This design comes from an exercise in tuning for small area on the open sky130 flow, not from production work.
The RTL was checked by simulation tests, not by an equivalence proof against the original design.

==> flow/design.v <==
module conv1 (
  input clock,
  input reset,
  input vld_in,
  input [5:0][15:0] in,
  output vld_out,
  output [63:0][15:0] out
);
  reg vld_r;
  always @(posedge clock) vld_r <= vld_in & ~reset;
  assign vld_out = vld_r;
  wire [15:0] i0 = in[0];
  wire [15:0] i1 = in[1];
  wire [15:0] i2 = in[2];
  wire [15:0] i3 = in[3];
  wire [15:0] i4 = in[4];
  wire [15:0] i5 = in[5];
  wire [15:0] a0 = i2 + i4;
  wire [15:0] a1 = i1 + ~i3 + 16'd1;
  wire [15:0] a2 = i0 + i3;
  wire [15:0] a3 = i4 + i5;
  wire [15:0] a4 = i0 + i2;
  wire [15:0] a5 = i0 + ~i5 + 16'd1;
  wire [15:0] a6 = i4 + ~i5 + 16'd1;
  wire [15:0] a7 = i2 + ~a6;
  wire [15:0] a8 = i2 + a6;
  wire [15:0] a9 = ~i3 + a5 + 16'd1;
  wire [15:0] a10 = i1 + a4;
  wire [15:0] a11 = i1 + a6;
  wire [15:0] a12 = i0 + a1;
  wire [15:0] a13 = i1 + ~a3 + 16'd1;
  wire [15:0] a14 = i1 + a2;
  wire [15:0] a15 = i1 + a5;
  wire [15:0] a16 = ~a7 + ~a15 + 16'd1;
  wire [15:0] a17 = i4 + a9;
  wire [15:0] a18 = ~i2 + a14 + 16'd1;
  wire [15:0] a19 = ~i5 + a10;
  wire [15:0] a20 = a1 + ~a5 + 16'd1;
  wire [15:0] a21 = a3 + a10;
  wire [15:0] a22 = ~a0 + ~a9 + 16'd2;
  wire [15:0] a23 = ~a8 + ~a14 + 16'd2;
  reg [15:0] r0;
  always @(posedge clock) r0 <= a7;
  reg [15:0] r1;
  always @(posedge clock) r1 <= a8;
  reg [15:0] r2;
  always @(posedge clock) r2 <= a0;
  reg [15:0] r3;
  always @(posedge clock) r3 <= a1;
  reg [15:0] r4;
  always @(posedge clock) r4 <= a2;
  reg [15:0] r5;
  always @(posedge clock) r5 <= a9;
  reg [15:0] r6;
  always @(posedge clock) r6 <= i3;
  reg [15:0] r7;
  always @(posedge clock) r7 <= a16;
  reg [15:0] r8;
  always @(posedge clock) r8 <= a10;
  reg [15:0] r9;
  always @(posedge clock) r9 <= a11;
  reg [15:0] r10;
  always @(posedge clock) r10 <= a12;
  reg [15:0] r11;
  always @(posedge clock) r11 <= i2;
  reg [15:0] r12;
  always @(posedge clock) r12 <= a13;
  reg [15:0] r13;
  always @(posedge clock) r13 <= a3;
  reg [15:0] r14;
  always @(posedge clock) r14 <= i1;
  reg [15:0] r15;
  always @(posedge clock) r15 <= a21;
  reg [15:0] r16;
  always @(posedge clock) r16 <= a14;
  reg [15:0] r17;
  always @(posedge clock) r17 <= a4;
  reg [15:0] r18;
  always @(posedge clock) r18 <= a17;
  reg [15:0] r19;
  always @(posedge clock) r19 <= a22;
  reg [15:0] r20;
  always @(posedge clock) r20 <= a5;
  reg [15:0] r21;
  always @(posedge clock) r21 <= a18;
  reg [15:0] r22;
  always @(posedge clock) r22 <= a23;
  reg [15:0] r23;
  always @(posedge clock) r23 <= a19;
  reg [15:0] r24;
  always @(posedge clock) r24 <= a15;
  reg [15:0] r25;
  always @(posedge clock) r25 <= a20;
  wire [15:0] b0 = r1 + ~r2 + 16'd1;
  wire [15:0] b1 = r3 + ~r12 + 16'd1;
  wire [15:0] b2 = ~r4 + r20 + 16'd1;
  wire [15:0] b3 = r7 + r16;
  wire [15:0] b4 = r0 + r6 + 16'd1;
  wire [15:0] b5 = r2 + ~r3 + 16'd1;
  wire [15:0] b6 = ~r11 + r12 + 16'd1;
  wire [15:0] b7 = r19 + r24;
  wire [15:0] b8 = r17 + ~r23;
  wire [15:0] b9 = r5 + ~r10 + 16'd1;
  wire [15:0] b10 = ~r15 + r17 + 16'd1;
  wire [15:0] b11 = ~r8 + ~r19 + 16'd2;
  wire [15:0] b12 = ~r16 + r20 + 16'd1;
  wire [15:0] b13 = r0 + r3 + 16'd1;
  wire [15:0] b14 = r2 + r3;
  wire [15:0] b15 = r0 + r14 + 16'd1;
  wire [15:0] b16 = r8 + ~r20 + 16'd1;
  wire [15:0] b17 = ~r0 + ~r9 + r18 + 16'd1;
  wire [15:0] b18 = ~r13 + ~r9 + r18 + 16'd2;
  wire [15:0] b19 = ~r14 + r18 + 16'd1;
  wire [15:0] b20 = r4 + ~r9 + 16'd1;
  wire [15:0] b21 = ~r13 + r25 + 16'd1;
  wire [15:0] b22 = r14 + r19;
  wire [15:0] b23 = ~r9 + r17 + 16'd1;
  wire [15:0] b24 = r3 + r19;
  wire [15:0] b25 = ~r12 + r17 + 16'd1;
  wire [15:0] b26 = ~r13 + ~r11 + r25 + 16'd2;
  wire [15:0] b27 = ~r2 + r5 + 16'd1;
  wire [15:0] b28 = r11 + ~r18 + 16'd1;
  wire [15:0] b29 = r2 + ~r4 + 16'd1;
  wire [15:0] b30 = r0 + ~r4 + 16'd2;
  wire [15:0] b31 = r5 + r11;
  wire [15:0] b32 = r11 + r20;
  wire [15:0] b33 = r8 + ~r12 + 16'd1;
  wire [15:0] b34 = r3 + r7;
  wire [15:0] b35 = ~r0 + ~r4 + 16'd1;
  wire [15:0] b36 = ~r1 + r10 + 16'd1;
  wire [15:0] b37 = ~r0 + r10;
  wire [15:0] b38 = r13 + ~r21 + 16'd1;
  wire [15:0] b39 = r13 + r21;
  wire [15:0] b40 = ~r2 + r23 + 16'd2;
  wire [15:0] b41 = r1 + ~r8 + 16'd1;
  wire [15:0] b42 = ~r0 + ~r10 + 16'd1;
  wire [15:0] b43 = r6 + ~r23;
  wire [15:0] b44 = ~r6 + r15 + 16'd1;
  wire [15:0] b45 = r8 + ~r13 + 16'd1;
  wire [15:0] b46 = ~r6 + ~r23 + 16'd1;
  wire [15:0] b47 = r6 + r15;
  assign out[0] = b44;
  assign out[1] = b32;
  assign out[2] = b23;
  assign out[3] = r18;
  assign out[4] = r7;
  assign out[5] = b41;
  assign out[6] = b6;
  assign out[7] = b2;
  assign out[8] = b9;
  assign out[9] = b15;
  assign out[10] = r19;
  assign out[11] = b18;
  assign out[12] = b22;
  assign out[13] = b25;
  assign out[14] = b17;
  assign out[15] = b34;
  assign out[16] = r1;
  assign out[17] = r14;
  assign out[18] = b38;
  assign out[19] = b33;
  assign out[20] = r25;
  assign out[21] = b0;
  assign out[22] = r15;
  assign out[23] = b29;
  assign out[24] = r5;
  assign out[25] = b19;
  assign out[26] = b8;
  assign out[27] = b40;
  assign out[28] = r24;
  assign out[29] = b26;
  assign out[30] = r20;
  assign out[31] = b39;
  assign out[32] = b10;
  assign out[33] = b20;
  assign out[34] = b35;
  assign out[35] = r21;
  assign out[36] = b28;
  assign out[37] = b43;
  assign out[38] = b30;
  assign out[39] = b31;
  assign out[40] = b24;
  assign out[41] = b7;
  assign out[42] = b12;
  assign out[43] = b13;
  assign out[44] = r21;
  assign out[45] = b16;
  assign out[46] = b42;
  assign out[47] = b37;
  assign out[48] = b36;
  assign out[49] = r22;
  assign out[50] = 16'd0;
  assign out[51] = b1;
  assign out[52] = b46;
  assign out[53] = b4;
  assign out[54] = b45;
  assign out[55] = b3;
  assign out[56] = b12;
  assign out[57] = b14;
  assign out[58] = b11;
  assign out[59] = b47;
  assign out[60] = b21;
  assign out[61] = b27;
  assign out[62] = b5;
  assign out[63] = r12;
endmodule
==> flow/flow/run.sh <==
#!/bin/bash
# Layout flow: standard synthesis (for the register list), then the hand-mapped
# adder netlist generated by flow/gen.py from flow/plan.json replaces the
# synthesized netlist; the rest is the standard ORFS flow, with port buffers
# of the smallest buffer cell.
set -eo pipefail
R=orfs/results/sky130hd/conv1/base
bash standard.sh synth > std_synth.log 2>&1
cp $R/1_2_yosys.v std_1_2_yosys.v
python3 flow/gen.py flow/plan.json std_1_2_yosys.v hand_netlist.v > gen.log 2>&1
cp hand_netlist.v $R/1_2_yosys.v
rm -f $R/1_synth.odb
bash standard.sh BUFFER_PORTS_ARGS="-buffer_cell sky130_fd_sc_hd__buf_1" PLACE_PINS_ARGS="-min_distance 1 -min_distance_in_tracks" POST_GLOBAL_PLACE_TCL=$PWD/flow/post_gpl.tcl CTS_ARGS="-sink_clustering_enable -repair_clock_nets -sink_clustering_size 25 -sink_clustering_max_diameter 80 -dont_use_dummy_load" finish > std_finish.log 2>&1
==> flow/flow/gen.py <==
# Generates the hand-mapped gate netlist for conv1 from plan.json.
# usage: python3 gen.py plan.json std_netlist.v out_netlist.v
import json, sys, re, random, os
sys.path.insert(0, os.path.dirname(os.path.abspath(__file__)))
from nlgen3 import generate, write
plan = json.load(open(sys.argv[1]))
std = open(sys.argv[2]).read()
ffs = re.findall(r"sky130_fd_sc_hd__(dfxtp_\d)\s+(\\\S+|\S+)\s*\(", std)
stdnames = set(n for t, n in ffs)
# register-bit signatures from random simulation of the plan
M = 0xFFFF
rnd = random.Random(1)
N = 256
sigs = {}
vals = []
for t in range(N):
    x = [rnd.randrange(65536) for _ in range(6)]
    v = {f"i{j}": x[j] for j in range(6)}
    for nd in plan['nodes']:
        if nd['stage'] != 'A': continue
        op = lambda n, i: (~v[n]) & M if i else v[n]
        if nd.get('type') == 'inc': v[nd['name']] = (op(nd['a'], nd['inva']) + 1) & M
        else: v[nd['name']] = (sum(op(s_, i_) for s_, i_ in nd['ops']) + nd['const']) & M
    vals.append({r['name']: v[r['src']] for r in plan['regs']})
def sig(r, i): return tuple((vals[t][r] >> i) & 1 for t in range(N))
def ffn(r, i): return f"\\{r}[{i}]$_DFF_P_"
alias = {}
present = {}
for r in plan['regs']:
    for i in range(16):
        s = sig(r['name'], i)
        if ffn(r['name'], i) in stdnames: present.setdefault(s, (r['name'], i))
for r in plan['regs']:
    for i in range(16):
        if ffn(r['name'], i) not in stdnames:
            s = sig(r['name'], i)
            assert s in present, ('missing reg bit', r['name'], i)
            alias[(r['name'], i)] = present[s]
def ffname(r, i):
    if r == 'vld_r': return "\\vld_r$_DFF_P_ "
    return ffn(r, i) + " "
nl, assigns = generate(plan, ffname=ffname, alias=alias)
mine = len(re.findall(r"dfxtp_1", "\n".join(nl.lines)))
print('std ffs', len(ffs), 'mine', mine, 'aliases', alias)
assert mine == len(ffs)
write(nl, assigns, sys.argv[3])
print('area', round(nl.area, 1))
==> flow/flow/post_gpl.tcl <==
# Upsize the input-port buffers that buffer_ports inserted (they drive the
# stage-A fanout); output-port buffers stay at the smallest buffer cell.
foreach c [get_cells input*] {
  if {[regexp {^input[0-9]+$} [get_full_name $c]] && [get_property $c ref_name] eq "sky130_fd_sc_hd__buf_1"} {
    replace_cell $c sky130_fd_sc_hd__buf_4
  }
}
==> flow/standard.sh <==
#!/bin/bash
# synth_recipe.tcl (not shown) runs the flow's synth.tcl, then flattens the netlist and writes it again
# the make line also repeats each setting of config.mk as NAME=value (left out here)
make -C /OpenROAD-flow-scripts/flow DESIGN_CONFIG=/design/flow/config.mk WORK_HOME=/design/flow/orfs CLKGATE_MAP_FILE= SYNTH_SCRIPT=/design/flow/synth_recipe.tcl "${@:-finish}"
==> flow/config.mk <==
export PLATFORM = sky130hd
export DESIGN_NAME = conv1
export DESIGN_NICKNAME = conv1
export VERILOG_FILES = /design/flow/design.v
export SDC_FILE = /design/flow/constraint.sdc
export NUM_CORES = 8
export LEC_CHECK = 0
export CAP_MARGIN = 20
export CORE_MARGIN = 2
export CORE_UTILIZATION = 55
export CTS_CLUSTER_DIAMETER = 80
export CTS_CLUSTER_SIZE = 25
export GPL_TIMING_DRIVEN = 0
export SETUP_SLACK_MARGIN = 0.08
export SLEW_MARGIN = 20
==> flow/constraint.sdc <==
create_clock -name core_clock -period 6.0 [get_ports {clock}]
set_input_delay 1.2000 -clock core_clock [delete_from_list [all_inputs] [get_ports {clock}]]
set_output_delay 1.2000 -clock core_clock [all_outputs]
set_load 0.01 [all_outputs]
Not shown: flow/flow/nlgen3.py, flow/flow/plan.json
==> out/metrics.cfg, run 1 <==
[floorplan]
design.die.area_sq_mm = 0.0752
num_io_pins = 1124

[timing]
fin_tns_setup_ps = 0
setup_viol_count_final = 0
max_freq_ghz = 0.171
rsz0062_at_grt = yes
holdWs_ps = 763

[cells_and_area]
layout_commonest_cell = xor2_1
fill_cells = 6389
multi_input_area_share_pct = 68.4
area_growth_pct = 23.4
seq_cell_count = 417

[clocking]
holdBufCountCts = 0
clock-root-buffer = clkbuf_16

[drt]
met2_length_microns = 70000
wl_met1_microns = 68400
drc = 0
wl_per_cell_microns = 23.2
via_per_inst = 5.48
wirelength_microns = 166000

[setup_path]
path_cells = xnor2_1 -> nor2_1 -> a21oi_2 -> o21ai_1 -> a21oi_2 -> o21ai_1 -> a21oi_2 -> o21ai_1 -> a21oi_2 -> o21ai_2 -> a21oi_2 -> o21ai_1 -> a21oi_1 -> o21ai_2 -> a21oi_1 -> o21ai_1 -> xor2_1 -> buf_1
crit_path_end_kind = primary output

[run_status]
outcome = timing/DRC/antenna clean

[run]
maxCapViolCount = 0

[placement]
dp_worst_setup_slack_ps = -1240

[global_routing]
use_met3_pct = 9.29
grt_pass1_vias = 34200
top_usage_layer = met2

==> inputs of run 2 (changes only) <==
==> flow/flow/plan.json (replaced) <==
{"nodes": [{"name": "a0", "stage": "A", "ops": [["i2", false], ["i4", false]], "const": 0, "lvl": 1, "kf": 4, "la": false, "_opol": [[0, 0, 0, 0, 0, 0, 0, 0, 0, 0, 0, 0, 0, 0, 0, 0], [0, 0, 0, 0, 0, 0, 0, 0, 0, 0, 0, 0, 0, 0, 0, 0]]}, {"name": "a1", "stage": "A", "ops": [["i1", false], ["i3", true]], "const": 1, "lvl": 1, "kf": 3, "la": false, "_opol": [[0, 0, 0, 0, 0, 0, 0, 0, 0, 0, 0, 0, 0, 0, 0, 0], [1, 1, 1, 1, 1, 1, 1, 1, 1, 1, 1, 1, 1, 1, 1, 1]]}, {"name": "a2", "stage": "A", "ops": [["i0", false], ["i3", false]], "const": 0, "lvl": 1, "kf": 1, "la": false, "_opol": [[0, 0, 0, 0, 0, 0, 0, 0, 0, 0, 0, 0, 0, 0, 0, 0], [0, 0, 0, 0, 0, 0, 0, 0, 0, 0, 0, 0, 0, 0, 0, 0]]}, {"name": "a3", "stage": "A", "ops": [["i4", false], ["i5", false]], "const": 0, "lvl": 1, "kf": 5, "la": false, "_opol": [[0, 0, 0, 0, 0, 0, 0, 0, 0, 0, 0, 0, 0, 0, 0, 0], [0, 0, 0, 0, 0, 0, 0, 0, 0, 0, 0, 0, 0, 0, 0, 0]]}, {"name": "a4", "stage": "A", "ops": [["i0", false], ["i2", false]], "const": 0, "lvl": 1, "kf": 3, "la": false, "_opol": [[0, 0, 0, 0, 0, 0, 0, 0, 0, 0, 0, 0, 0, 0, 0, 0], [0, 0, 0, 0, 0, 0, 0, 0, 0, 0, 0, 0, 0, 0, 0, 0]]}, {"name": "a5", "stage": "A", "ops": [["i0", false], ["i5", true]], "const": 1, "lvl": 1, "kf": 1, "la": false, "_opol": [[0, 0, 0, 0, 0, 0, 0, 0, 0, 0, 0, 0, 0, 0, 0, 0], [1, 1, 1, 1, 1, 1, 1, 1, 1, 1, 1, 1, 1, 1, 1, 1]]}, {"name": "a6", "stage": "A", "ops": [["i4", false], ["i5", true]], "const": 1, "lvl": 1, "kf": 1, "la": false, "_opol": [[0, 0, 0, 0, 0, 0, 0, 0, 0, 0, 0, 0, 0, 0, 0, 0], [1, 1, 1, 1, 1, 1, 1, 1, 1, 1, 1, 1, 1, 1, 1, 1]]}, {"name": "a7", "stage": "A", "ops": [["i2", false], ["a6", true]], "const": 0, "lvl": 2, "kf": 1, "la": false, "_opol": [[0, 0, 0, 0, 0, 0, 0, 0, 0, 0, 0, 0, 0, 0, 0, 0], [0, 1, 1, 1, 1, 0, 1, 0, 1, 0, 1, 0, 1, 0, 1, 1]]}, {"name": "a8", "stage": "A", "ops": [["i2", false], ["a6", false]], "const": 0, "lvl": 2, "kf": 1, "la": false, "_opol": [[0, 0, 0, 0, 0, 0, 0, 0, 0, 0, 0, 0, 0, 0, 0, 0], [1, 0, 0, 0, 0, 1, 0, 1, 0, 1, 0, 1, 0, 1, 0, 0]]}, {"name": "a9", "stage": "A", "ops": [["i3", true], ["a5", false]], "const": 1, "lvl": 2, "kf": 1, "la": false, "_opol": [[1, 1, 1, 1, 1, 1, 1, 1, 1, 1, 1, 1, 1, 1, 1, 1], [0, 0, 0, 0, 0, 0, 0, 0, 0, 0, 0, 0, 0, 0, 0, 0]]}, {"name": "a10", "stage": "A", "ops": [["i1", false], ["a4", false]], "const": 0, "lvl": 2, "kf": 3, "la": false, "_opol": [[0, 0, 0, 0, 0, 0, 0, 0, 0, 0, 0, 0, 0, 0, 0, 0], [0, 0, 0, 0, 0, 0, 0, 0, 0, 0, 0, 0, 0, 0, 0, 0]]}, {"name": "a11", "stage": "A", "ops": [["i1", false], ["a6", false]], "const": 0, "lvl": 2, "kf": 5, "la": false, "_opol": [[0, 0, 0, 0, 0, 0, 0, 0, 0, 0, 0, 0, 0, 0, 0, 0], [1, 0, 0, 0, 0, 1, 0, 1, 0, 1, 0, 1, 0, 1, 0, 0]]}, {"name": "a12", "stage": "A", "ops": [["i0", false], ["a1", false]], "const": 0, "lvl": 2, "kf": 4, "la": false, "_opol": [[0, 0, 0, 0, 0, 0, 0, 0, 0, 0, 0, 0, 0, 0, 0, 0], [0, 0, 0, 0, 0, 0, 0, 0, 0, 0, 0, 0, 0, 0, 0, 0]]}, {"name": "a13", "stage": "A", "ops": [["i1", false], ["a3", true]], "const": 1, "lvl": 2, "kf": 5, "la": false, "_opol": [[0, 0, 0, 0, 0, 0, 0, 0, 0, 0, 0, 0, 0, 0, 0, 0], [1, 1, 1, 1, 1, 1, 1, 1, 1, 1, 1, 1, 1, 1, 1, 1]]}, {"name": "a14", "stage": "A", "ops": [["i1", false], ["a2", false]], "const": 0, "lvl": 2, "kf": 1, "la": false, "_opol": [[0, 0, 0, 0, 0, 0, 0, 0, 0, 0, 0, 0, 0, 0, 0, 0], [0, 0, 0, 0, 0, 0, 0, 0, 0, 0, 0, 0, 0, 0, 0, 0]]}, {"name": "a15", "stage": "A", "ops": [["i1", false], ["a5", false]], "const": 0, "lvl": 2, "kf": 1, "la": false, "_opol": [[0, 0, 0, 0, 0, 0, 0, 0, 0, 0, 0, 0, 0, 0, 0, 0], [0, 0, 0, 0, 0, 0, 0, 0, 0, 0, 0, 0, 0, 0, 0, 0]]}, {"name": "a16", "stage": "A", "ops": [["a7", true], ["a15", true]], "const": 1, "lvl": 3, "kf": 1, "la": false, "_opol": [[1, 1, 1, 1, 1, 1, 1, 1, 1, 1, 1, 1, 1, 1, 1, 1], [1, 1, 1, 1, 1, 1, 1, 1, 1, 1, 1, 1, 1, 1, 1, 1]]}, {"name": "a17", "stage": "A", "ops": [["i4", false], ["a9", false]], "const": 0, "lvl": 3, "kf": 1, "la": false, "_opol": [[0, 0, 0, 0, 0, 0, 0, 0, 0, 0, 0, 0, 0, 0, 0, 0], [0, 0, 0, 0, 0, 0, 0, 0, 0, 0, 0, 0, 0, 0, 0, 0]]}, {"name": "a18", "stage": "A", "ops": [["i2", true], ["a14", false]], "const": 1, "lvl": 3, "kf": 1, "la": false, "_opol": [[1, 1, 1, 1, 1, 1, 1, 1, 1, 1, 1, 1, 1, 1, 1, 1], [0, 0, 0, 0, 0, 0, 0, 0, 0, 0, 0, 0, 0, 0, 0, 0]]}, {"name": "a19", "stage": "A", "ops": [["i5", true], ["a10", false]], "const": 0, "lvl": 3, "kf": 3, "la": false, "_opol": [[1, 1, 1, 1, 1, 1, 1, 1, 1, 1, 1, 1, 1, 1, 1, 1], [0, 0, 0, 0, 0, 0, 0, 0, 0, 0, 0, 0, 0, 0, 0, 0]]}, {"name": "a20", "stage": "A", "ops": [["a1", false], ["a5", true]], "const": 1, "lvl": 2, "kf": 3, "la": false, "_opol": [[0, 0, 0, 0, 0, 0, 0, 0, 0, 0, 0, 0, 0, 0, 0, 0], [1, 1, 1, 1, 1, 1, 1, 1, 1, 1, 1, 1, 1, 1, 1, 1]]}, {"name": "a21", "stage": "A", "ops": [["a3", false], ["a10", false]], "const": 0, "lvl": 3, "kf": 3, "la": false, "_opol": [[0, 0, 0, 0, 0, 0, 0, 0, 0, 0, 0, 0, 0, 0, 0, 0], [0, 0, 0, 0, 0, 0, 0, 0, 0, 0, 0, 0, 0, 0, 0, 0]]}, {"name": "a22", "stage": "A", "ops": [["a0", true], ["a9", true]], "const": 2, "lvl": 3, "kf": 1, "la": false, "_opol": [[1, 1, 1, 1, 1, 1, 1, 1, 1, 1, 1, 1, 1, 1, 1, 1], [1, 1, 1, 1, 1, 1, 1, 1, 1, 1, 1, 1, 1, 1, 1, 1]]}, {"name": "a23", "stage": "A", "ops": [["a8", true], ["a14", true]], "const": 2, "lvl": 3, "kf": 1, "la": false, "_opol": [[1, 1, 1, 1, 1, 1, 1, 1, 1, 1, 1, 1, 1, 1, 1, 1], [1, 1, 1, 1, 1, 1, 1, 1, 1, 1, 1, 1, 1, 1, 1, 1]]}, {"name": "b0", "stage": "B", "ops": [["r1", false], ["r2", true]], "const": 1, "lvl": 1, "kf": 1, "la": false, "_opol": [[0, 0, 0, 0, 0, 0, 0, 0, 0, 0, 0, 0, 0, 0, 0, 0], [1, 1, 1, 1, 1, 1, 1, 1, 1, 1, 1, 1, 1, 1, 1, 1]]}, {"name": "b1", "stage": "B", "ops": [["r3", false], ["r12", true]], "const": 1, "lvl": 1, "kf": 1, "la": false, "_opol": [[0, 0, 0, 0, 0, 0, 0, 0, 0, 0, 0, 0, 0, 0, 0, 0], [1, 1, 1, 1, 1, 1, 1, 1, 1, 1, 1, 1, 1, 1, 1, 1]]}, {"name": "b2", "stage": "B", "ops": [["r4", true], ["r20", false]], "const": 1, "lvl": 1, "kf": 1, "la": false, "_opol": [[1, 1, 1, 1, 1, 1, 1, 1, 1, 1, 1, 1, 1, 1, 1, 1], [0, 0, 0, 0, 0, 0, 0, 0, 0, 0, 0, 0, 0, 0, 0, 0]]}, {"name": "b3", "stage": "B", "ops": [["r7", false], ["r16", false]], "const": 0, "lvl": 1, "kf": 1, "la": false, "_opol": [[0, 0, 0, 0, 0, 0, 0, 0, 0, 0, 0, 0, 0, 0, 0, 0], [0, 0, 0, 0, 0, 0, 0, 0, 0, 0, 0, 0, 0, 0, 0, 0]]}, {"name": "b4", "stage": "B", "ops": [["r0", false], ["r6", false]], "const": 1, "lvl": 1, "kf": 1, "la": false, "_opol": [[0, 0, 0, 0, 0, 0, 0, 0, 0, 0, 0, 0, 0, 0, 0, 0], [0, 0, 0, 0, 0, 0, 0, 0, 0, 0, 0, 0, 0, 0, 0, 0]]}, {"name": "b5", "stage": "B", "ops": [["r2", false], ["r3", true]], "const": 1, "lvl": 1, "kf": 1, "la": false, "_opol": [[0, 0, 0, 0, 0, 0, 0, 0, 0, 0, 0, 0, 0, 0, 0, 0], [1, 1, 1, 1, 1, 1, 1, 1, 1, 1, 1, 1, 1, 1, 1, 1]]}, {"name": "b6", "stage": "B", "ops": [["r11", true], ["r12", false]], "const": 1, "lvl": 1, "kf": 1, "la": false, "_opol": [[1, 1, 1, 1, 1, 1, 1, 1, 1, 1, 1, 1, 1, 1, 1, 1], [0, 0, 0, 0, 0, 0, 0, 0, 0, 0, 0, 0, 0, 0, 0, 0]]}, {"name": "b7", "stage": "B", "ops": [["r19", false], ["r24", false]], "const": 0, "lvl": 1, "kf": 1, "la": false, "_opol": [[0, 0, 0, 0, 0, 0, 0, 0, 0, 0, 0, 0, 0, 0, 0, 0], [0, 0, 0, 0, 0, 0, 0, 0, 0, 0, 0, 0, 0, 0, 0, 0]]}, {"name": "b8", "stage": "B", "ops": [["r17", false], ["r23", true]], "const": 0, "lvl": 1, "kf": 3, "la": false, "_opol": [[0, 0, 0, 0, 0, 0, 0, 0, 0, 0, 0, 0, 0, 0, 0, 0], [1, 1, 1, 1, 1, 1, 1, 1, 1, 1, 1, 1, 1, 1, 1, 1]]}, {"name": "b9", "stage": "B", "ops": [["r5", false], ["r10", true]], "const": 1, "lvl": 1, "kf": 1, "la": false, "_opol": [[0, 0, 0, 0, 0, 0, 0, 0, 0, 0, 0, 0, 0, 0, 0, 0], [1, 1, 1, 1, 1, 1, 1, 1, 1, 1, 1, 1, 1, 1, 1, 1]]}, {"name": "b10", "stage": "B", "ops": [["r15", true], ["r17", false]], "const": 1, "lvl": 1, "kf": 3, "la": false, "_opol": [[1, 1, 1, 1, 1, 1, 1, 1, 1, 1, 1, 1, 1, 1, 1, 1], [0, 0, 0, 0, 0, 0, 0, 0, 0, 0, 0, 0, 0, 0, 0, 0]]}, {"name": "b11", "stage": "B", "ops": [["r8", true], ["r19", true]], "const": 2, "lvl": 1, "kf": 1, "la": false, "_opol": [[1, 1, 1, 1, 1, 1, 1, 1, 1, 1, 1, 1, 1, 1, 1, 1], [1, 1, 1, 1, 1, 1, 1, 1, 1, 1, 1, 1, 1, 1, 1, 1]]}, {"name": "b12", "stage": "B", "ops": [["r16", true], ["r20", false]], "const": 1, "lvl": 1, "kf": 1, "la": false, "_opol": [[1, 1, 1, 1, 1, 1, 1, 1, 1, 1, 1, 1, 1, 1, 1, 1], [0, 0, 0, 0, 0, 0, 0, 0, 0, 0, 0, 0, 0, 0, 0, 0]]}, {"name": "b13", "stage": "B", "ops": [["r0", false], ["r3", false]], "const": 1, "lvl": 1, "kf": 1, "la": false, "_opol": [[0, 0, 0, 0, 0, 0, 0, 0, 0, 0, 0, 0, 0, 0, 0, 0], [0, 0, 0, 0, 0, 0, 0, 0, 0, 0, 0, 0, 0, 0, 0, 0]]}, {"name": "b14", "stage": "B", "ops": [["r2", false], ["r3", false]], "const": 0, "lvl": 1, "kf": 1, "la": false, "_opol": [[0, 0, 0, 0, 0, 0, 0, 0, 0, 0, 0, 0, 0, 0, 0, 0], [0, 0, 0, 0, 0, 0, 0, 0, 0, 0, 0, 0, 0, 0, 0, 0]]}, {"name": "b15", "stage": "B", "ops": [["r0", false], ["r14", false]], "const": 1, "lvl": 1, "kf": 1, "la": false, "_opol": [[0, 0, 0, 0, 0, 0, 0, 0, 0, 0, 0, 0, 0, 0, 0, 0], [0, 0, 0, 0, 0, 0, 0, 0, 0, 0, 0, 0, 0, 0, 0, 0]]}, {"name": "b16", "stage": "B", "ops": [["r8", false], ["r20", true]], "const": 1, "lvl": 1, "kf": 1, "la": false, "_opol": [[0, 0, 0, 0, 0, 0, 0, 0, 0, 0, 0, 0, 0, 0, 0, 0], [1, 1, 1, 1, 1, 1, 1, 1, 1, 1, 1, 1, 1, 1, 1, 1]]}, {"name": "b17", "stage": "B", "ops": [["r0", true], ["r9", true], ["r18", false]], "const": 1, "lvl": 1, "kf": 1, "la": false, "_opol": [[1, 1, 1, 1, 1, 1, 1, 1, 1, 1, 1, 1, 1, 1, 1, 1], [1, 1, 1, 1, 1, 1, 1, 1, 1, 1, 1, 1, 1, 1, 1, 1]]}, {"name": "b18", "stage": "B", "ops": [["r13", true], ["r9", true], ["r18", false]], "const": 2, "lvl": 1, "kf": 1, "la": false, "_opol": [[1, 1, 1, 1, 1, 1, 1, 1, 1, 1, 1, 1, 1, 1, 1, 1], [1, 1, 1, 1, 1, 1, 1, 1, 1, 1, 1, 1, 1, 1, 1, 1]]}, {"name": "b19", "stage": "B", "ops": [["r14", true], ["r18", false]], "const": 1, "lvl": 1, "kf": 1, "la": false, "_opol": [[1, 1, 1, 1, 1, 1, 1, 1, 1, 1, 1, 1, 1, 1, 1, 1], [0, 0, 0, 0, 0, 0, 0, 0, 0, 0, 0, 0, 0, 0, 0, 0]]}, {"name": "b20", "stage": "B", "ops": [["r4", false], ["r9", true]], "const": 1, "lvl": 1, "kf": 1, "la": false, "_opol": [[0, 0, 0, 0, 0, 0, 0, 0, 0, 0, 0, 0, 0, 0, 0, 0], [1, 1, 1, 1, 1, 1, 1, 1, 1, 1, 1, 1, 1, 1, 1, 1]]}, {"name": "b21", "stage": "B", "ops": [["r13", true], ["r25", false]], "const": 1, "lvl": 1, "kf": 1, "la": false, "_opol": [[1, 1, 1, 1, 1, 1, 1, 1, 1, 1, 1, 1, 1, 1, 1, 1], [0, 0, 0, 0, 0, 0, 0, 0, 0, 0, 0, 0, 0, 0, 0, 0]]}, {"name": "b22", "stage": "B", "ops": [["r14", false], ["r19", false]], "const": 0, "lvl": 1, "kf": 1, "la": false, "_opol": [[0, 0, 0, 0, 0, 0, 0, 0, 0, 0, 0, 0, 0, 0, 0, 0], [0, 0, 0, 0, 0, 0, 0, 0, 0, 0, 0, 0, 0, 0, 0, 0]]}, {"name": "b23", "stage": "B", "ops": [["r9", true], ["r17", false]], "const": 1, "lvl": 1, "kf": 1, "la": false, "_opol": [[1, 1, 1, 1, 1, 1, 1, 1, 1, 1, 1, 1, 1, 1, 1, 1], [0, 0, 0, 0, 0, 0, 0, 0, 0, 0, 0, 0, 0, 0, 0, 0]]}, {"name": "b24", "stage": "B", "ops": [["r3", false], ["r19", false]], "const": 0, "lvl": 1, "kf": 1, "la": false, "_opol": [[0, 0, 0, 0, 0, 0, 0, 0, 0, 0, 0, 0, 0, 0, 0, 0], [0, 0, 0, 0, 0, 0, 0, 0, 0, 0, 0, 0, 0, 0, 0, 0]]}, {"name": "b25", "stage": "B", "ops": [["r12", true], ["r17", false]], "const": 1, "lvl": 1, "kf": 1, "la": false, "_opol": [[1, 1, 1, 1, 1, 1, 1, 1, 1, 1, 1, 1, 1, 1, 1, 1], [0, 0, 0, 0, 0, 0, 0, 0, 0, 0, 0, 0, 0, 0, 0, 0]]}, {"name": "b26", "stage": "B", "ops": [["r13", true], ["r11", true], ["r25", false]], "const": 2, "lvl": 1, "kf": 1, "la": false, "_opol": [[1, 1, 1, 1, 1, 1, 1, 1, 1, 1, 1, 1, 1, 1, 1, 1], [1, 1, 1, 1, 1, 1, 1, 1, 1, 1, 1, 1, 1, 1, 1, 1]]}, {"name": "b27", "stage": "B", "ops": [["r2", true], ["r5", false]], "const": 1, "lvl": 1, "kf": 1, "la": false, "_opol": [[1, 1, 1, 1, 1, 1, 1, 1, 1, 1, 1, 1, 1, 1, 1, 1], [0, 0, 0, 0, 0, 0, 0, 0, 0, 0, 0, 0, 0, 0, 0, 0]]}, {"name": "b28", "stage": "B", "ops": [["r11", false], ["r18", true]], "const": 1, "lvl": 1, "kf": 1, "la": false, "_opol": [[0, 0, 0, 0, 0, 0, 0, 0, 0, 0, 0, 0, 0, 0, 0, 0], [1, 1, 1, 1, 1, 1, 1, 1, 1, 1, 1, 1, 1, 1, 1, 1]]}, {"name": "b29", "stage": "B", "ops": [["r2", false], ["r4", true]], "const": 1, "lvl": 1, "kf": 1, "la": false, "_opol": [[0, 0, 0, 0, 0, 0, 0, 0, 0, 0, 0, 0, 0, 0, 0, 0], [1, 1, 1, 1, 1, 1, 1, 1, 1, 1, 1, 1, 1, 1, 1, 1]]}, {"name": "b30", "stage": "B", "ops": [["r0", false], ["r4", true]], "const": 2, "lvl": 1, "kf": 1, "la": false, "_opol": [[0, 0, 0, 0, 0, 0, 0, 0, 0, 0, 0, 0, 0, 0, 0, 0], [1, 1, 1, 1, 1, 1, 1, 1, 1, 1, 1, 1, 1, 1, 1, 1]]}, {"name": "b31", "stage": "B", "ops": [["r5", false], ["r11", false]], "const": 0, "lvl": 1, "kf": 1, "la": false, "_opol": [[0, 0, 0, 0, 0, 0, 0, 0, 0, 0, 0, 0, 0, 0, 0, 0], [0, 0, 0, 0, 0, 0, 0, 0, 0, 0, 0, 0, 0, 0, 0, 0]]}, {"name": "b32", "stage": "B", "ops": [["r11", false], ["r20", false]], "const": 0, "lvl": 1, "kf": 1, "la": false, "_opol": [[0, 0, 0, 0, 0, 0, 0, 0, 0, 0, 0, 0, 0, 0, 0, 0], [0, 0, 0, 0, 0, 0, 0, 0, 0, 0, 0, 0, 0, 0, 0, 0]]}, {"name": "b33", "stage": "B", "ops": [["r8", false], ["r12", true]], "const": 1, "lvl": 1, "kf": 1, "la": false, "_opol": [[0, 0, 0, 0, 0, 0, 0, 0, 0, 0, 0, 0, 0, 0, 0, 0], [1, 1, 1, 1, 1, 1, 1, 1, 1, 1, 1, 1, 1, 1, 1, 1]]}, {"name": "b34", "stage": "B", "ops": [["r3", false], ["r7", false]], "const": 0, "lvl": 1, "kf": 1, "la": false, "_opol": [[0, 0, 0, 0, 0, 0, 0, 0, 0, 0, 0, 0, 0, 0, 0, 0], [0, 0, 0, 0, 0, 0, 0, 0, 0, 0, 0, 0, 0, 0, 0, 0]]}, {"name": "b35", "stage": "B", "ops": [["r0", true], ["r4", true]], "const": 1, "lvl": 1, "kf": 1, "la": false, "_opol": [[1, 1, 1, 1, 1, 1, 1, 1, 1, 1, 1, 1, 1, 1, 1, 1], [1, 1, 1, 1, 1, 1, 1, 1, 1, 1, 1, 1, 1, 1, 1, 1]]}, {"name": "b36", "stage": "B", "ops": [["r1", true], ["r10", false]], "const": 1, "lvl": 1, "kf": 1, "la": false, "_opol": [[1, 1, 1, 1, 1, 1, 1, 1, 1, 1, 1, 1, 1, 1, 1, 1], [0, 0, 0, 0, 0, 0, 0, 0, 0, 0, 0, 0, 0, 0, 0, 0]]}, {"name": "b37", "stage": "B", "ops": [["r0", true], ["r10", false]], "const": 0, "lvl": 1, "kf": 1, "la": false, "_opol": [[1, 1, 1, 1, 1, 1, 1, 1, 1, 1, 1, 1, 1, 1, 1, 1], [0, 0, 0, 0, 0, 0, 0, 0, 0, 0, 0, 0, 0, 0, 0, 0]]}, {"name": "b38", "stage": "B", "ops": [["r13", false], ["r21", true]], "const": 1, "lvl": 1, "kf": 1, "la": false, "_opol": [[0, 0, 0, 0, 0, 0, 0, 0, 0, 0, 0, 0, 0, 0, 0, 0], [1, 1, 1, 1, 1, 1, 1, 1, 1, 1, 1, 1, 1, 1, 1, 1]]}, {"name": "b39", "stage": "B", "ops": [["r13", false], ["r21", false]], "const": 0, "lvl": 1, "kf": 1, "la": false, "_opol": [[0, 0, 0, 0, 0, 0, 0, 0, 0, 0, 0, 0, 0, 0, 0, 0], [0, 0, 0, 0, 0, 0, 0, 0, 0, 0, 0, 0, 0, 0, 0, 0]]}, {"name": "b40", "stage": "B", "ops": [["r2", true], ["r23", false]], "const": 2, "lvl": 1, "kf": 1, "la": false, "_opol": [[1, 1, 1, 1, 1, 1, 1, 1, 1, 1, 1, 1, 1, 1, 1, 1], [0, 0, 0, 0, 0, 0, 0, 0, 0, 0, 0, 0, 0, 0, 0, 0]]}, {"name": "b41", "stage": "B", "ops": [["r1", false], ["r8", true]], "const": 1, "lvl": 1, "kf": 1, "la": false, "_opol": [[0, 0, 0, 0, 0, 0, 0, 0, 0, 0, 0, 0, 0, 0, 0, 0], [1, 1, 1, 1, 1, 1, 1, 1, 1, 1, 1, 1, 1, 1, 1, 1]]}, {"name": "b42", "stage": "B", "ops": [["r0", true], ["r10", true]], "const": 1, "lvl": 1, "kf": 1, "la": false, "_opol": [[1, 1, 1, 1, 1, 1, 1, 1, 1, 1, 1, 1, 1, 1, 1, 1], [1, 1, 1, 1, 1, 1, 1, 1, 1, 1, 1, 1, 1, 1, 1, 1]]}, {"name": "b43", "stage": "B", "ops": [["r6", false], ["r23", true]], "const": 0, "lvl": 1, "kf": 3, "la": false, "_opol": [[0, 0, 0, 0, 0, 0, 0, 0, 0, 0, 0, 0, 0, 0, 0, 0], [1, 1, 1, 1, 1, 1, 1, 1, 1, 1, 1, 1, 1, 1, 1, 1]]}, {"name": "b44", "stage": "B", "ops": [["r6", true], ["r15", false]], "const": 1, "lvl": 1, "kf": 3, "la": false, "_opol": [[1, 1, 1, 1, 1, 1, 1, 1, 1, 1, 1, 1, 1, 1, 1, 1], [0, 0, 0, 0, 0, 0, 0, 0, 0, 0, 0, 0, 0, 0, 0, 0]]}, {"name": "b45", "stage": "B", "ops": [["r8", false], ["r13", true]], "const": 1, "lvl": 1, "kf": 1, "la": false, "_opol": [[0, 0, 0, 0, 0, 0, 0, 0, 0, 0, 0, 0, 0, 0, 0, 0], [1, 1, 1, 1, 1, 1, 1, 1, 1, 1, 1, 1, 1, 1, 1, 1]]}, {"name": "b46", "stage": "B", "ops": [["r6", true], ["r23", true]], "const": 1, "lvl": 1, "kf": 3, "la": false, "_opol": [[1, 1, 1, 1, 1, 1, 1, 1, 1, 1, 1, 1, 1, 1, 1, 1], [1, 1, 1, 1, 1, 1, 1, 1, 1, 1, 1, 1, 1, 1, 1, 1]]}, {"name": "b47", "stage": "B", "ops": [["r6", false], ["r15", false]], "const": 0, "lvl": 1, "kf": 3, "la": false, "_opol": [[0, 0, 0, 0, 0, 0, 0, 0, 0, 0, 0, 0, 0, 0, 0, 0], [0, 0, 0, 0, 0, 0, 0, 0, 0, 0, 0, 0, 0, 0, 0, 0]]}], "regs": [{"name": "r0", "src": "a7"}, {"name": "r1", "src": "a8"}, {"name": "r2", "src": "a0"}, {"name": "r3", "src": "a1"}, {"name": "r4", "src": "a2"}, {"name": "r5", "src": "a9"}, {"name": "r6", "src": "i3"}, {"name": "r7", "src": "a16"}, {"name": "r8", "src": "a10"}, {"name": "r9", "src": "a11"}, {"name": "r10", "src": "a12"}, {"name": "r11", "src": "i2"}, {"name": "r12", "src": "a13"}, {"name": "r13", "src": "a3"}, {"name": "r14", "src": "i1"}, {"name": "r15", "src": "a21"}, {"name": "r16", "src": "a14"}, {"name": "r17", "src": "a4"}, {"name": "r18", "src": "a17"}, {"name": "r19", "src": "a22"}, {"name": "r20", "src": "a5"}, {"name": "r21", "src": "a18"}, {"name": "r22", "src": "a23"}, {"name": "r23", "src": "a19"}, {"name": "r24", "src": "a15"}, {"name": "r25", "src": "a20"}], "outs": ["b44", "b32", "b23", "r18", "r7", "b41", "b6", "b2", "b9", "b15", "r19", "b18", "b22", "b25", "b17", "b34", "r1", "r14", "b38", "b33", "r25", "b0", "r15", "b29", "r5", "b19", "b8", "b40", "r24", "b26", "r20", "b39", "b10", "b20", "b35", "r21", "b28", "b43", "b30", "b31", "b24", "b7", "b12", "b13", "r21", "b16", "b42", "b37", "b36", "r22", null, "b1", "b46", "b4", "b45", "b3", "b12", "b14", "b11", "b47", "b21", "b27", "b5", "r12"], "cost": 21140, "conf": 2}
==> run 2 against run 1 <==
Compared with the run above:
- still clean
- global-route usage is 0.67 points higher
- fmax grew 0.51%
- synthesized cell count is 2.3% lower
- die area fell by 1.5%
- sequential cell count unchanged
- routed wire length fell by 0.88%
- via count down 1.7%
- worst hold slack better by 32 ps
- critical path depth rose by 4
- critical path type is now input port to register
- critical endpoint is now r22[15]
==> out/metrics.cfg, run 2 <==
[run_status]
outcome = timing/DRC/antenna clean

[timing]
finalWorstSetupSlack_ps = 196
min_period_ps = 5800
max_freq_ghz = 0.172  ; +0.51%
post-route-period-util_pct = 96.7
rsz0062_at_grt = yes
fin_tns_setup_ps = 0  ; unchanged
worst_pin_slew_ps = 1110
setup_viol_count_final = 0  ; unchanged
drv_slew = 0
relSlewSlack_pct = 26.1
hold_violations = 0

[clocking]
clock-sinks = 417
cts_tree = built
cts.reportedPaths.clkPinSlew_ps = 70
numCtsBuffers = 34
cts_max_level = 2
cts.path.max_buffers = 3
holdBufCountCts = 0  ; unchanged
clock-root-buffer = clkbuf_16

[drt]
drc = 0  ; unchanged
via_per_inst = 5.47  ; -0.21%
wirelength_microns = 164000  ; -0.88%
num_vias = 38500
postRouteAntennaNets = 0
first_pass_iters = 8
drtIter0Drc = 3200
wl_per_cell_microns = 23.3  ; +0.65%

[cells_and_area]
layout-drive-gt1-share_pct = 11.7
area_growth_pct = 24.7
final_cells = 7038
final_cell_mix = xor2_1 (1515), buf_1 (1009), xnor2_1 (560), nand2_1 (435), dfxtp_1 (365)
fin_nets = 6265
layout_commonest_cell = xor2_1
fill_cells = 6225  ; -2.6%
final_cell_area_sq_mm = 0.0493

[global_routing]
antenna_found_initial = 16
grt_pass1_wl_microns = 228000
grt_use_total_pct = 41.9
grt_pass1_vias = 34300  ; +0.42%
grt_max_degree = 25
grt_overflow_total = 0

[placement]
dpl_cell_area_sq_mm = 0.0453
dp_worst_setup_slack_ps = -1030  ; +210 ps
port_buffers = 1107
hpwl_microns = 136000
place_inst = 6929

[synthesis]
synth_area_per_cell_sq_um = 8.14
ys_warn_count = 1
netlist_area_sq_mm = 0.0395
synth_cells = 4857

[floorplan]
design.die.area_sq_mm = 0.0741  ; -1.5%
die_x_microns = 272
num_io_pins = 1124  ; unchanged
die_h_microns = 272
rows = 98
core_sq_mm = 0.0714
start_util_pct = 55.4

[setup_path]
cp_max_fo = 7
crit_path_end_kind = register
required_ps = 6500
worstSetupStartpointType = input port
criticalPathCategory = input port to register
worst_ep_arrival_time_ps = 6300

[hold_path]
hold_path.class = input port to register

[run]
maxCapViolCount = 0  ; unchanged

==> run 2: routing by layer <==
| metal | vias up | global-route usage [%] | routed length, microns | share of wire (%) |
|---|---|---|---|---|
| li1 | 18000 | - | - | - |
| met3 | 377 | 10.6 | 16800 | 10 |
| met1 | 18300 | 53.9 | 66400 | 40 |
| met5 | - | 0 | 67 | 0.041 |
| met2 | 1806 | 65.3 | 71400 | 44 |
| met4 | 10 | 20.7 | 9550 | 5.8 |
==> run 2: cell type report <==
| type | instances | area [sq um] | area share (%) |
|---|---|---|---|
| diodes | 11 | 27.5 | 0.0558 |
| clock buffers | 34 | 851 | 1.73 |
| inverters | 68 | 255 | 0.518 |
| multi-input cells | 4387 | 33500 | 68.0 |
| flip-flops and latches | 417 | 8460 | 17.1 |
| well taps | 950 | 1190 | 2.41 |
| repair buffers | 1171 | 5000 | 10.1 |
==> run 2: final timing paths <==
path | slack (ps) | endpoint | from | cells past startpoint
max | 200 | r22[15] | in[48] | 22
min | 790 | vld_r | reset | 2
==> run 2: what timing repair did <==
| item | in CTS | in global routing |
|---|---|---|
| setup buffers | 29 | 35 |
| resized for setup | 246 | 315 |
| hold endpoints to repair | 0 | 0 |
| setup endpoints to repair | 116 | 106 |
| pin swaps | 10 | 30 |
==> run 2: metrics by stage <==
stage	hold slack [ps]	util [%]
3_3_place_gp	1350	63.0
5_1_grt	788	69.1
2_1_floorplan	1230	-
6_report	795	69.1
4_1_cts	780	66.5
3_5_place_dp	1360	63.5
==> run 2: worst max-delay path: stages <==
cell and delay [ps]:
buf_4 170, and2_0 190, a21oi_1 310, xor2_1 300
xnor2_1 250, o21ai_2 160, a21oi_2 310, xor2_2 300
xor2_1 300, xor2_1 160, a21oi_2 310, o21ai_1 200
a21oi_1 310, o21ai_2 130, a21oi_1 280, o21ai_2 140
a21oi_2 260, o21ai_1 160, a21oi_1 340, o21ai_1 160
a21oi_1 200, xnor2_1 140
==> inputs of run 3 (changes only) <==
--- a/flow/config.mk
+++ b/flow/config.mk
@@ -11,5 +11,6 @@
 export CTS_CLUSTER_DIAMETER = 80
 export CTS_CLUSTER_SIZE = 25
 export GPL_TIMING_DRIVEN = 0
+export PLACE_DENSITY = 0.7
 export SETUP_SLACK_MARGIN = 0.08
 export SLEW_MARGIN = 20
==> run 3 against run 2 <==
Compared with the run above:
- final area is 0.40% higher
- area after synthesis unchanged
- first-iteration DRC count is 12% higher
- via count rose by 2.5%
- clock-buffer cell count stayed put
- cell count about the same
- sequential share of layout area shrank 0.068 points
- setup slack barely moved
- non-clock buffer count is 6 higher
==> out/metrics.cfg, run 3 <==
[synthesis]
ys_warn_count = 1  ; unchanged
synth_cells = 4857  ; unchanged
netlist_area_sq_mm = 0.0395  ; unchanged
synth_area_per_cell_sq_um = 8.14  ; unchanged

[cells_and_area]
final_cell_mix = xor2_1 (1515), buf_1 (1008), xnor2_1 (558), nand2_1 (435), dfxtp_1 (361)
final_cells = 7045  ; +0.099%
fin_nets = 6271  ; +0.096%
area_growth_pct = 25.2
layout-drive-gt1-share_pct = 12.4  ; +0.70 points
layout_commonest_cell = xor2_1
fill_cells = 6121  ; -1.7%

[clocking]
clock-root-buffer = clkbuf_16
cts.reportedPaths.clkPinSlew_ps = 90  ; +20 ps
holdBufCountCts = 0  ; unchanged
clock-sinks = 417  ; unchanged
cts_max_level = 2  ; unchanged
cts_tree = built
cts.path.max_buffers = 3  ; unchanged
numCtsBuffers = 34  ; unchanged

[drt]
via_per_inst = 5.60  ; +2.4%
num_vias = 39400  ; +2.5%
wl_per_cell_microns = 24.9  ; +6.8%
drc = 0  ; unchanged
first_pass_iters = 6  ; -2
drtIter0Drc = 3589  ; +12%
wirelength_microns = 176000  ; +6.9%
postRouteAntennaNets = 0  ; unchanged

[global_routing]
grt_pass1_vias = 35600  ; +3.7%
grt_pass1_wl_microns = 241000  ; +5.8%
grt_overflow_total = 0  ; unchanged
antenna_found_initial = 18  ; +2
grt_max_degree = 26  ; +4.0%
grt_use_total_pct = 44.5  ; +2.7 points

[setup_path]
max_stage_delay_ps = 570  ; +230 ps
criticalPathCategory = register to primary output
crit_buf_inv = 1  ; unchanged
required_ps = 4800  ; -1700 ps
path_common_cell = o21ai_1
cp_max_fo = 15  ; +8
path_cells = nand2_1 -> a21oi_1 -> o21ai_1 -> a21oi_1 -> o21ai_2 -> a21oi_2 -> o21ai_1 -> a21oi_1 -> o21ai_1 -> a21oi_1 -> o21ai_1 -> a21oi_2 -> o21ai_1 -> a21oi_2 -> o21ai_1 -> xor2_1 -> buf_1
worstSetupStartpointType = register
crit_path_end_kind = primary output
worst_ep_arrival_time_ps = 4600  ; -1700 ps
slowest_stage = dfxtp_4
path_delay_family = compound AO/OA/AOI/OAI gates

[timing]
holdWs_ps = 740  ; -54.6 ps
drv_slew = 0  ; unchanged
min_period_ps = 5800  ; -0.0440 ps
worst_pin_slew_ps = 1070  ; -35.1 ps
max_freq_ghz = 0.172  ; about the same
setup_viol_count_final = 0  ; unchanged
relSlewSlack_pct = 28.4  ; +2.3 points
post-route-period-util_pct = 96.7  ; about the same
hold_violations = 0  ; unchanged
rsz0062_at_grt = yes

[run_status]
outcome = timing/DRC/antenna clean

[placement]
place_inst = 6929  ; unchanged
port_buffers = 1107  ; unchanged
hpwl_microns = 143000  ; +5.0%

[floorplan]
die_h_microns = 272  ; unchanged
start_util_pct = 55.4  ; unchanged
rows = 98  ; unchanged
die_x_microns = 272  ; unchanged
design.die.area_sq_mm = 0.0741  ; unchanged
core_sq_mm = 0.0714  ; unchanged
num_io_pins = 1124  ; unchanged

[run]
maxCapViolCount = 0  ; unchanged

[hold_path]
hold_path.class = input port to register

-- run 3: repair_timing --
action	in CTS	in global routing
endpoints found under the setup margin	142	119
pin swaps	11	36
gates resized for setup	254	341
cloned	0	0
buffers inserted	32	38
-- run 3: layer usage --
| metal | vias to the layer above | GRT usage (%) | wire [microns] | part of all wire (%) |
|---|---|---|---|---|
| li1 | 18000 | - | - | - |
| met1 | 18700 | 53.9 | 67100 | 38 |
| met2 | 2191 | 70.4 | 76700 | 44 |
| met3 | 530 | 13.3 | 19300 | 11 |
| met4 | 20 | 25.1 | 12200 | 6.9 |
| met5 | - | 1.67 | 219 | 0.12 |
-- run 3: path summary, 6_finish.rpt --
path / endpoint / from / cells after the start / slack [ps]
min: vld_r / reset / 2 / 740
max: out[751] / r0[0] / 17 / 200
-- run 3: per-stage QoR --
| stage | worst slack (ps) | setup TNS [ps] | cell area (sq um) | util, % |
|---|---|---|---|---|
| after global placement | -998 | -19460 | 44900 | 63.0 |
| after detailed placement | -892 | -13040 | 45300 | 63.5 |
| after global routing | -101 | -137 | 49500 | 69.4 |
| after CTS | 11.0 | 0 | 47500 | 66.6 |
| final | 196 | 0 | 49500 | 69.4 |
| after floorplan | 590 | 0 | 39600 | - |
-- run 3: cell type report --
cell class | count | area [sq um] | share of cell area, %
inverters | 68 | 255 | 0.515
well taps | 950 | 1190 | 2.40
diodes | 12 | 30.0 | 0.0606
multi-input cells | 4387 | 33600 | 68.0
flip-flops and latches | 417 | 8460 | 17.1
clock buffers | 34 | 851 | 1.72
repair buffers | 1177 | 5090 | 10.3

## what the ideal ports hide
In the flow no input, the clock included, has a driving cell. The finished layouts below were timed again as built, in two steps.
Step 1 assumes that a clkbuf_16 drives the clock port and a buf_2 every other input.
Step 2 moves the port delays by t, midway between the first and last clock arrival at a register: inputs arrive t later, outputs are due t later. That takes back most of the time a late clock gives input paths.
a / b / c = ideal / step 1 / step 2; a / b = the first two.
run | t (ns) | slack for setup (ns) | worst setup path at the end | latest minus earliest clock arrival (ns) | cell pins on the clock port's net
run 1 | 0.637 | 0.166 / 0.094 / -0.420 | input to register | 0.075 / 0.075 | 1
run 2 | 0.633 | 0.196 / 0.138 / -0.400 | input to register | 0.059 / 0.060 | 1
run 3 | 0.639 | 0.196 / 0.123 / -0.395 | input to register | 0.113 / 0.114 | 1
With both steps, setup timing fails in every run listed, where it was met with ideal ports. For run 2, which loses most, drivers alone change the setup slack by -0.058 ns; drivers and shift together by -0.596 ns.
